Context: an optimization exercise on an open-source flow, tuned for small area and a short achievable clock period. The choices shown serve that exercise and are no tape-out recipe.
In this exercise RTL edits were held to simulation tests only and were not proved equivalent to the original.
No activity file was given, so power comes from the tool's default toggle rates.

Design quantizer, start of the top module:
module quantizer(
    input         clk,
    input         rst,
    input  [31:0] i_max,
    input  [31:0] i_activation,
    output [7:0]  o_index
);
For scale: roughly 74 I/O pins, about 20000 um2 of cells after synthesis.
clock: 5.0 ns
lec_check: 0
cap_margin: 20
core_margin: 2
core_utilization: 60
cts_cluster_diameter: 100
cts_cluster_size: 30
setup_slack_margin: 2.4
slew_margin: 20
standard.sh (not shown) runs the stock make flow with config.mk's settings and CLKGATE_MAP_FILE= SYNTH_SCRIPT=/design/flow/synth_recipe.tcl, a recipe that flattens the netlist after the stock synthesis.
==> flow/flow/run.sh <==
#!/bin/bash
# The standard ORFS layout, run whole; the only change is the cell used
# for the input and output port buffers (a plain buffer instead of the
# delay buffer the resizer picks by default).
set -euo pipefail
export BUFFER_PORTS_ARGS="-buffer_cell sky130_fd_sc_hd__buf_2"
bash standard.sh > standard.log 2>&1
The baseline completed with no timing, DRC or antenna violations.
Next try:
--- a/flow/config.mk
+++ b/flow/config.mk
@@ -11,4 +11,4 @@
 export CTS_CLUSTER_DIAMETER = 100
 export CTS_CLUSTER_SIZE = 30
-export SETUP_SLACK_MARGIN = 2.4
+export SETUP_SLACK_MARGIN = 2.0
 export SLEW_MARGIN = 20
Effect:
- The new run went through all stages and came out clean
- routed wire length went down by roughly a tenth
- clock power hardly moves
- synthesized area stays the same
- register-to-register slack is worse by 0.20 ns
Next try:
--- a/flow/config.mk
+++ b/flow/config.mk
@@ -8,5 +8,5 @@
 export CAP_MARGIN = 20
 export CORE_MARGIN = 2
-export CORE_UTILIZATION = 60
+export CORE_UTILIZATION = 70
 export CTS_CLUSTER_DIAMETER = 100
 export CTS_CLUSTER_SIZE = 30
Global-route usage rises by 2.7 points.
Final area hardly moves.
Sequential power is about the same.
Count of clock-buffer cells in the layout decreases by 1.
Register-to-register slack loses 0.03 ns.
Maximum frequency shrinks by about 1.1%.
Next try:
--- a/flow/config.mk
+++ b/flow/config.mk
@@ -8,7 +8,7 @@
 export CAP_MARGIN = 20
 export CORE_MARGIN = 2
-export CORE_UTILIZATION = 70
+export CORE_UTILIZATION = 60
 export CTS_CLUSTER_DIAMETER = 100
 export CTS_CLUSTER_SIZE = 30
-export SETUP_SLACK_MARGIN = 2.0
+export SETUP_SLACK_MARGIN = 2.2
 export SLEW_MARGIN = 20
Outcome: The new run completed with no timing, DRC or antenna violations. Synthesized cell count does not change. Clock power is about the same. Wire length grows by 0.48%. Synthesized area is unchanged. Via count goes down by 0.66%. Sequential power stays flat. Register-to-register slack is better by 0.18 ns.

* * *

Setup of P:
Another version of the RTL of quantizer (not shown whole).
Size: ~1800 cells after synthesis, roughly 450 flip-flops, about 74 I/O pins, roughly 20000 um2 of cells after synthesis.
==> flow/config.mk <==
export PLATFORM = sky130hd
export DESIGN_NAME = quantizer
export DESIGN_NICKNAME = quantizer
export VERILOG_FILES = /design/flow/design.v
export SDC_FILE = /design/flow/constraint.sdc
export NUM_CORES = 4
export LEC_CHECK = 0
export CAP_MARGIN = 20
export CORE_MARGIN = 2
export CORE_UTILIZATION = 60
export CTS_BUF_LIST = sky130_fd_sc_hd__clkbuf_16
export CTS_CLUSTER_DIAMETER = 70
export CTS_CLUSTER_SIZE = 24
export SETUP_SLACK_MARGIN = 2.0
export SLEW_MARGIN = 20
==> flow/constraint.sdc <==
create_clock -name core_clock -period 5.0 [get_ports {clk}]
set_input_delay 1.0000 -clock core_clock [delete_from_list [all_inputs] [get_ports {clk}]]
set_output_delay 1.0000 -clock core_clock [all_outputs]
set_load 0.01 [all_outputs]
run.sh (not shown) runs the stock make flow with config.mk's settings and CLKGATE_MAP_FILE= SYNTH_SCRIPT=/design/flow/synth_recipe.tcl, a recipe that flattens the netlist after the stock synthesis.
Stock flow here: none of the scripts above is used.
P has completed all stages; timing, DRC and antenna checks passed.
diff inputs: P => Q
- clearing CTS_BUF_LIST, which used to be sky130_fd_sc_hd__clkbuf_16
- swapping 60 for 70 in CORE_UTILIZATION
- swapping 70 for 100 in CTS_CLUSTER_DIAMETER
- swapping 24 for 30 in CTS_CLUSTER_SIZE
==> flow/flow/run.sh (new file) <==
#!/bin/bash
# The standard ORFS layout, run whole; the only change is the cell used
# for the input and output port buffers (a plain buffer instead of the
# delay buffer the resizer picks by default).
set -euo pipefail
export BUFFER_PORTS_ARGS="-buffer_cell sky130_fd_sc_hd__buf_2"
bash standard.sh > standard.log 2>&1
==> flow/standard.sh (new file) <==
#!/bin/bash
# synth_recipe.tcl (not shown) runs the flow's synth.tcl, then flattens the netlist and writes it again
# the make line also repeats each setting of config.mk as NAME=value (left out here)
make -C /OpenROAD-flow-scripts/flow DESIGN_CONFIG=/design/flow/config.mk WORK_HOME=/design/flow/orfs CLKGATE_MAP_FILE= SYNTH_SCRIPT=/design/flow/synth_recipe.tcl "${@:-finish}"
removed: flow/run.sh
--- outcome ---
Q -> P: number of maximum-capacitance constraint violations flat. Relative to P, number of cells on the worst reg-to-reg path has increased by 4 in Q. [compare] base=P new=Q: summed instance area of the synthesized netlist stayed essentially flat, layout cell share with drive strength beyond 1 higher, wire length of the first global-routing pass lost 1.4%, combinational share of power grew by 2.4 points. Lower critical path depth was reported by P, not Q. Q: worst setup slack 0.031 ns below P. Compared with P, Q shows number of filler instances in the final layout lower by 596.
### Q -> R
- CORE_UTILIZATION: 70 -> 60
==> flow/run.sh (new file) <==
#!/bin/bash
# synth_recipe.tcl (not shown) runs the flow's synth.tcl, then flattens the netlist and writes it again
# the make line also repeats each setting of config.mk as NAME=value (left out here)
make -C /OpenROAD-flow-scripts/flow DESIGN_CONFIG=/design/flow/config.mk WORK_HOME=/design/flow/orfs CLKGATE_MAP_FILE= SYNTH_SCRIPT=/design/flow/synth_recipe.tcl finish
removed: flow/flow/run.sh
removed: flow/standard.sh
Compared with Q, in R largest fanout on the critical path went down; first-pass GRT wire length climbed 0.68%; number of global-route vias before repair -53.
Sequential standard cell area: R vs Q, no meaningful difference
Height of the die, R vs Q: up by a little under 10%
| combinational power share | R vs Q | 0.3 points lower |
Est. power | R vs Q | R lower
Cmp R and Q / setup slack / lower: Q
Between R and Q, the difference in final routed wire length divided by cell count is negligible.
Compared with Q, R shows a detailed placer's ending HPWL that is 940 um higher.
Wire length: R higher than Q
diff inputs: R => S
- SETUP_SLACK_MARGIN changed from 2.0 to 1.7
==> flow/flow/run.sh (new file) <==
#!/bin/bash
# The standard ORFS layout, run whole; the only change is the cell used
# for the input and output port buffers (a plain buffer instead of the
# delay buffer the resizer picks by default).
set -euo pipefail
export BUFFER_PORTS_ARGS="-buffer_cell sky130_fd_sc_hd__buf_2"
bash standard.sh > standard.log 2>&1
==> flow/standard.sh (new file) <==
#!/bin/bash
# synth_recipe.tcl (not shown) runs the flow's synth.tcl, then flattens the netlist and writes it again
# the make line also repeats each setting of config.mk as NAME=value (left out here)
make -C /OpenROAD-flow-scripts/flow DESIGN_CONFIG=/design/flow/config.mk WORK_HOME=/design/flow/orfs CLKGATE_MAP_FILE= SYNTH_SCRIPT=/design/flow/synth_recipe.tcl "${@:-finish}"
removed: flow/run.sh
Findings:
- Going from R to S, pin count of the biggest net entering global routing grew by more than a quarter.
- Summary of S over R: effective utilization at floorplan saw little to no change, final net count saw a decrease, routed wire length saw a decrease, number of placed instances with taps included saw little to no change, sequential cell fraction of total power saw an increase.
- The share of the core filled with cells in S sits 2.1 points below the value recorded for R.
diff inputs: S => T
- SETUP_SLACK_MARGIN now 2.2, was 1.7
==> comparison <==
Average via count per standard cell grows slightly when moving from S to T. Area of all sequential standard cells: S vs T, no meaningful difference. S → T: area of the die comparable; worst hold slack neither gained nor lost much. Relative to S, T degrades cell area. Each of the runs, namely S and T, reached the end of the flow and came out clean. Comparing S and T, the higher critical path depth is on T. T vs S — number of combinational gates with multiple inputs rose 0.86%. [compare] base=S new=T: final instance count without filler cells moved up; multi-input combinational area share moved up.

-- re-timing with driven ports --
The flow's constraints put no driver on any port. The routed layouts listed below were extracted and timed again, unchanged, in two steps. Step 1: set_driving_cell puts a clkbuf_16 on clk and a buf_2 on each other input, an assumption about the parent block. Step 2 moves the port delays by t, midway between the first and last clock arrival at a register: inputs arrive t later, outputs are due t later. That takes back most of the time a late clock gives input paths. Slacks: no drivers / after step 1 / after step 2; pairs: no drivers / after step 1.
run	shift t [ns]	setup WS [ns]	worst setup path after step 2
the first run of note 1	0.572	2.357 / 2.357 / 1.818	input to register
the second run of note 1	0.579	2.156 / 2.156 / 1.725	input to register
the third run of note 1	0.572	2.123 / 2.123 / 1.753	input to register
the fourth run of note 1	0.570	2.302 / 2.302 / 1.793	input to register
P	0.619	2.136 / 2.136 / 1.572	input to register
Q	0.579	2.105 / 2.105 / 1.660	input to register
R	0.585	2.120 / 2.120 / 1.609	input to register
S	0.573	1.884 / 1.884 / 1.646	input to register
T	0.581	2.144 / 2.144 / 1.936	input to register
After both steps every run listed still meets setup and hold. For P, which loses most, drivers alone change the setup slack by 0.000 ns; drivers and shift together by -0.564 ns.
